This is an optimization exercise on Yosys and OpenROAD, whose aim is small area and a short achievable clock period, not a production implementation. At most, simulation tests tie the RTL to the original design; equivalence was not proved. Power is estimated from default activity; no workload was simulated.

Design matrix_dot_4x4, start of the top module:
module matrix_dot_4x4 (
    input clk,
    input reset,
    input [7:0] A_in_0, A_in_1, A_in_2, A_in_3,
    input [7:0] B_in_0, B_in_1, B_in_2, B_in_3,
    output [31:0] C_out_00, C_out_01, C_out_02, C_out_03,
    output [31:0] C_out_10, C_out_11, C_out_12, C_out_13,
    output [31:0] C_out_20, C_out_21, C_out_22, C_out_23,
    output [31:0] C_out_30, C_out_31, C_out_32, C_out_33
);
export LEC_CHECK = 0
export CAP_MARGIN = 5
export CORE_MARGIN = 2
export CORE_UTILIZATION = 40
export CTS_CLUSTER_DIAMETER = 120
export CTS_CLUSTER_SIZE = 24
export SETUP_SLACK_MARGIN = 2.6
export SLEW_MARGIN = 5
export SYNTH_HIERARCHICAL = 1
export TNS_END_PERCENT = 20
create_clock -name core_clock -period 5.0 [get_ports {clk}]
standard.sh (not shown) runs the stock make flow with config.mk's settings and CLKGATE_MAP_FILE= SYNTH_SCRIPT=/design/flow/synth_recipe.tcl, a recipe that flattens the netlist after the stock synthesis.
==> flow/flow/run.sh <==
#!/bin/bash
# Layout flow: the standard layout (standard.sh), with the port buffers
# made of plain buffers instead of the delay-cell footprint buffer_ports picks
# by default. Every tool's output goes to standard.log in this folder.
set -euo pipefail
export BUFFER_PORTS_ARGS="-buffer_cell sky130_fd_sc_hd__buf_2"
bash standard.sh finish > standard.log 2>&1
Rerun with:
Settings changed: CAP_MARGIN 5 to 0, CORE_UTILIZATION 40 to 34, SLEW_MARGIN 5 to 0, TNS_END_PERCENT 20 to 5.
Effect: Total power goes down by 2.8%. Area after synthesis stays the same. Setup slack got worse by 0.027 ns. Cell area goes down by 0.55%. Global-route usage goes down by 2.5 points. Cell count goes up by 4.1%.
Rerun with:
Settings changed: CAP_MARGIN 0 to 5, CORE_UTILIZATION 34 to 46, SLEW_MARGIN 0 to 5, TNS_END_PERCENT 5 to 20.
What happened: Hold slack is worse by 0.012 ns; die area shrinks by 26%; count of clock-buffer cells in the layout drops by 3; synthesized area stays the same; final area stays flat; global-route usage increases by 4.7 points; routed wire length is lower by 3.9%; final cell count went down by 7.7%; total power grows by 2.9%; register-to-register slack is about the same.

* * *

## lane 1
Starting RTL as in the previous note.
## matrix_dot_4x4
module matrix_dot_4x4 (
    input clk,
    input reset,
    input [7:0] A_in_0, A_in_1, A_in_2, A_in_3,
    input [7:0] B_in_0, B_in_1, B_in_2, B_in_3,
    output [31:0] C_out_00, C_out_01, C_out_02, C_out_03,
    output [31:0] C_out_10, C_out_11, C_out_12, C_out_13,
    output [31:0] C_out_20, C_out_21, C_out_22, C_out_23,
    output [31:0] C_out_30, C_out_31, C_out_32, C_out_33
);
==> flow/config.mk <==
export PLATFORM = sky130hd
export DESIGN_NAME = matrix_dot_4x4
export DESIGN_NICKNAME = matrix_dot_4x4
export VERILOG_FILES = /design/flow/design.v
export SDC_FILE = /design/flow/constraint.sdc
export NUM_CORES = 4
export LEC_CHECK = 0
export CAP_MARGIN = 0
export CORE_MARGIN = 2
export CORE_UTILIZATION = 40
export CTS_CLUSTER_DIAMETER = 120
export CTS_CLUSTER_SIZE = 24
export SETUP_SLACK_MARGIN = 2.6
export SLEW_MARGIN = 0
export SYNTH_HIERARCHICAL = 1
export TNS_END_PERCENT = 5
==> flow/constraint.sdc <==
create_clock -name core_clock -period 5.0 [get_ports {clk}]
set_input_delay 1.0000 -clock core_clock [delete_from_list [all_inputs] [get_ports {clk}]]
set_output_delay 1.0000 -clock core_clock [all_outputs]
set_load 0.01 [all_outputs]
==> flow/flow/run.sh <==
#!/bin/bash
# Layout flow: the standard layout (standard.sh), with the port buffers
# made of plain buffers instead of the delay-cell footprint buffer_ports picks
# by default. Every tool's output goes to standard.log in this folder.
set -euo pipefail
export BUFFER_PORTS_ARGS="-buffer_cell sky130_fd_sc_hd__buf_1"
bash standard.sh finish > standard.log 2>&1
The following lists how lane 2 was set up differently from lane 1:
- swapping 2.6 for 2.8 in SETUP_SLACK_MARGIN
--- a/flow/flow/run.sh
+++ b/flow/flow/run.sh
@@ -4,4 +4,4 @@
 # by default. Every tool's output goes to standard.log in this folder.
 set -euo pipefail
-export BUFFER_PORTS_ARGS="-buffer_cell sky130_fd_sc_hd__buf_1"
+export BUFFER_PORTS_ARGS="-buffer_cell sky130_fd_sc_hd__buf_2"
 bash standard.sh finish > standard.log 2>&1
Having completed the whole flow, lane 2 delivered a layout that passed the timing, design-rule and antenna checks. Critical path depth: lane 2 higher than lane 1. Multi-input logic area, lane 2 vs lane 1: up by a few percent. Lane 2 vs lane 1: clock buffer count from CTS up by a few percent. Sequential share of cell area (lower): lane 2. Of lane 2 and lane 1, the run reporting the higher fmax was lane 2. Final critical path time including I/O delays and setup sits lower in lane 2 than in lane 1. Detailed-placement wirelength estimate of lane 1 is on par with lane 2. The run showing the smaller routed wire length is lane 1. Comparing lane 2 and lane 1, the lower post-route cell area is on lane 1. Compared with lane 1, in lane 2 latest clock arrival within the worst-skew pair ~0 delta, total power went up by about 5%.
Changes in lane 3 relative to lane 2:
- swapping 120 for 135 in CTS_CLUSTER_DIAMETER
- swapping 2.8 for 2.6 in SETUP_SLACK_MARGIN
- swapping 24 for 27 in CTS_CLUSTER_SIZE
[summary]
Going from lane 2 to lane 3, number of global-route vias before repair shrank slightly. Lane 3: final area is 2.3% lower than what lane 2 reported. Floorplan die height came out exactly the same in lane 2 and lane 3. Lower number of nets at the end of the flow goes to lane 3 over lane 2. Against lane 2, lane 3 comes in 0.97 points lower on core utilization of the finished layout. Diff lane 2 -> lane 3: largest net degree at the start of global routing went up; power in combinational cells went down; sequential share of cell area went up; sum of internal, switching and leakage power went down.
Input changes introduced in lane 4 (baseline for comparison: lane 3):
- changing CTS_CLUSTER_SIZE from 27 to 24
- changing CTS_CLUSTER_DIAMETER from 135 to 120
- setting ABC_AREA to 1 for the first time
## What came out
Lane 4 was carried through to the last stage, and its layout satisfied the timing, design-rule and antenna checks.
Compared with lane 3, in lane 4 clock network power share now sits higher, sequential cell area share now sits lower, critical path depth now sits lower.
Diff lane 3 -> lane 4: area growth from synthesis to layout fell by 0.27 points, total of clock buffers placed in the layout grew by 4, number of hold violations in the final report has remained practically unchanged.
--- input diff lane 4..lane 5 ---
- ABC_AREA: 1 -> unset
[summary]
Lane 5 — antenna diode count 2 higher, lane 4 as reference. Summary of the comparison: standard cell core area is lower in lane 5, relative to lane 4. In lane 5, the combinational fraction of design power came out 1.5 points above the value in lane 4. Relative to lane 4, post-synthesis instance area decreased by 14% in lane 5. For count of clock-buffer cells in the layout, dividing the value from lane 5 by the value from lane 4 gives 1.06. Higher clock group power goes to lane 4 over lane 5.

* * *

matrix_dot_4x4, a different RTL version from the one above (not shown whole).
For scale: about 5200 cells after synthesis, ~1100 flip-flops, ~580 I/O pins, about 58000 um^2 of cells after synthesis.
export LEC_CHECK = 0
export CAP_MARGIN = 20
export CORE_MARGIN = 2
export CORE_UTILIZATION = 40
export CTS_BUF_LIST = sky130_fd_sc_hd__clkbuf_4 sky130_fd_sc_hd__clkbuf_8
export SETUP_SLACK_MARGIN = 2.6
export SLEW_MARGIN = 20
export SYNTH_HIERARCHICAL = 1
create_clock -name core_clock -period 5.0 [get_ports {clk}]
==> flow/flow/run.sh <==
#!/bin/bash
# Layout flow: the standard layout (standard.sh), with the port buffers
# made of plain buffers instead of the delay-cell footprint buffer_ports picks
# by default. Every tool's output goes to standard.log in this folder.
set -euo pipefail
export BUFFER_PORTS_ARGS="-buffer_cell sky130_fd_sc_hd__buf_2"
bash standard.sh finish > standard.log 2>&1
The baseline finished clean.
Then changed:
==> flow/run.sh (new file) <==
#!/bin/bash
# synth_recipe.tcl (not shown) runs the flow's synth.tcl, then flattens the netlist and writes it again
# the make line also repeats each setting of config.mk as NAME=value (left out here)
make -C /OpenROAD-flow-scripts/flow DESIGN_CONFIG=/design/flow/config.mk WORK_HOME=/design/flow/orfs CLKGATE_MAP_FILE= SYNTH_SCRIPT=/design/flow/synth_recipe.tcl finish
--- a/flow/config.mk
+++ b/flow/config.mk
@@ -10,3 +10,4 @@
 export CORE_UTILIZATION = 40
-export CTS_BUF_LIST = sky130_fd_sc_hd__clkbuf_4 sky130_fd_sc_hd__clkbuf_8
+export CTS_CLUSTER_DIAMETER = 120
+export CTS_CLUSTER_SIZE = 24
 export SETUP_SLACK_MARGIN = 2.6
removed: flow/flow/run.sh
removed: flow/standard.sh
Result: Core utilization shrinks by 2.1 points. Die area stays the same. Combinational power shrinks by about 3%. Design area shrinks by 4.6%. Via count shrinks by 3.0%. Register-to-register slack loses 20 ps. Clock skew shrinks by 7.6 ps. Cell count shrinks by 3.6%. Sequential share of layout area grows by 1.3 points. Synthesized area stays the same.
Then changed:
--- a/flow/config.mk
+++ b/flow/config.mk
@@ -10,4 +10,4 @@
 export CORE_UTILIZATION = 40
-export CTS_CLUSTER_DIAMETER = 120
-export CTS_CLUSTER_SIZE = 24
+export CTS_CLUSTER_DIAMETER = 150
+export CTS_CLUSTER_SIZE = 30
 export SETUP_SLACK_MARGIN = 2.6
@@ -15 +15,2 @@
 export SYNTH_HIERARCHICAL = 1
+export TNS_END_PERCENT = 20
What happened: The changed run finished with timing, DRC and antenna clean. Wire length shrinks by 2.3%. Combinational power shrinks by 8.4%. Register-to-register slack degrades by 40 ps. Hold slack degrades by 17 ps.
Then changed:
--- a/flow/config.mk
+++ b/flow/config.mk
@@ -15,2 +15 @@
 export SYNTH_HIERARCHICAL = 1
-export TNS_END_PERCENT = 20
What happened: Die area stays the same; hold slack improved by 22 ps; first-iteration DRC count rises by 7.5%; global-route usage rises by 0.16 points; clock-buffer cell count goes down by 1; register-to-register slack improves by 30 ps; setup slack gets better by 31 ps; total power climbs by 5.8%; combinational power is higher by 9.6%; clock skew is about the same.
No functional check of the RTL was part of any run of this note.

* * *

matrix_dot_4x4 with an RTL version that a note above also has.
For scale: roughly 5,300 cells after synthesis, ~1,100 flip-flops, ~580 I/O pins, roughly 57,000 sq um of cells after synthesis.
clock: 5.0 ns
lec_check: 0
cap_margin: 5
core_margin: 2
core_utilization: 40
cts_cluster_diameter: 120
cts_cluster_size: 24
setup_slack_margin: 2.6
slew_margin: 5
synth_hierarchical: 1
tns_end_percent: 20
run.sh (not shown) runs the stock make flow with config.mk's settings and CLKGATE_MAP_FILE= SYNTH_SCRIPT=/design/flow/synth_recipe.tcl, a recipe that flattens the netlist after the stock synthesis.
Stock flow here: none of the scripts above is used.
==> next run, changes <==
--- a/flow/config.mk
+++ b/flow/config.mk
@@ -6,5 +6,5 @@
 export NUM_CORES = 4
 export LEC_CHECK = 0
-export CAP_MARGIN = 5
+export CAP_MARGIN = 20
 export CORE_MARGIN = 2
 export CORE_UTILIZATION = 40
@@ -12,5 +12,4 @@
 export CTS_CLUSTER_SIZE = 24
 export SETUP_SLACK_MARGIN = 2.6
-export SLEW_MARGIN = 5
+export SLEW_MARGIN = 20
 export SYNTH_HIERARCHICAL = 1
-export TNS_END_PERCENT = 20
Final area increases by 2.0%.
Final cell count increases by 0.90%.
Routed wire length increases by 1.5%.
First-iteration DRC count decreases by 3.9%.

## port drivers added, routing unchanged
The results above use ideal ports. As a check the final layouts listed here were re-extracted and re-timed, cells and wires unchanged. Step 1 (the two cells are an assumption about what drives the block):
set clk [get_ports {clk}]
set_driving_cell -lib_cell sky130_fd_sc_hd__clkbuf_16 $clk
set_driving_cell -lib_cell sky130_fd_sc_hd__buf_2 [delete_from_list [all_inputs] $clk]
Step 2 times the ports against the registers' clock, not the clock port: input delays grow and output delays shrink by t, the midpoint of the rising clock arrivals with the driver on. a / b / c = ideal / step 1 / step 2; a / b = the first two.
run	t, ns	slack for setup (ns)	clock arrival spread, ns
the first run of note 1	0.752	2.492 / 2.492 / 1.832	0.044 / 0.044
the second run of note 1	0.760	2.465 / 2.465 / 1.759	0.041 / 0.041
the third run of note 1	0.748	2.478 / 2.478 / 1.842	0.038 / 0.038
lane 1	0.749	2.399 / 2.376 / 1.627	0.042 / 0.042
lane 2	0.746	2.477 / 2.477 / 1.835	0.036 / 0.036
lane 3	0.738	2.467 / 2.467 / 1.836	0.036 / 0.036
lane 4	0.759	2.547 / 2.463 / 1.776	0.063 / 0.064
lane 5	0.748	2.480 / 2.480 / 1.837	0.037 / 0.038
the first run of note 3	0.948	2.470 / 2.438 / 1.795	0.059 / 0.058
the second run of note 3	0.748	2.448 / 2.448 / 1.785	0.044 / 0.043
the third run of note 3	0.737	2.409 / 2.334 / 1.687	0.058 / 0.058
the fourth run of note 3	0.730	2.439 / 2.439 / 1.844	0.039 / 0.039
the first run of note 4	0.748	2.381 / 2.301 / 1.732	0.061 / 0.060
the second run of note 4	0.754	2.467 / 2.467 / 1.761	0.059 / 0.059
After both steps every run listed still meets setup and hold. The setup slack of lane 1, which loses most, moves by -0.023 ns with the drivers and by -0.772 ns with both steps.
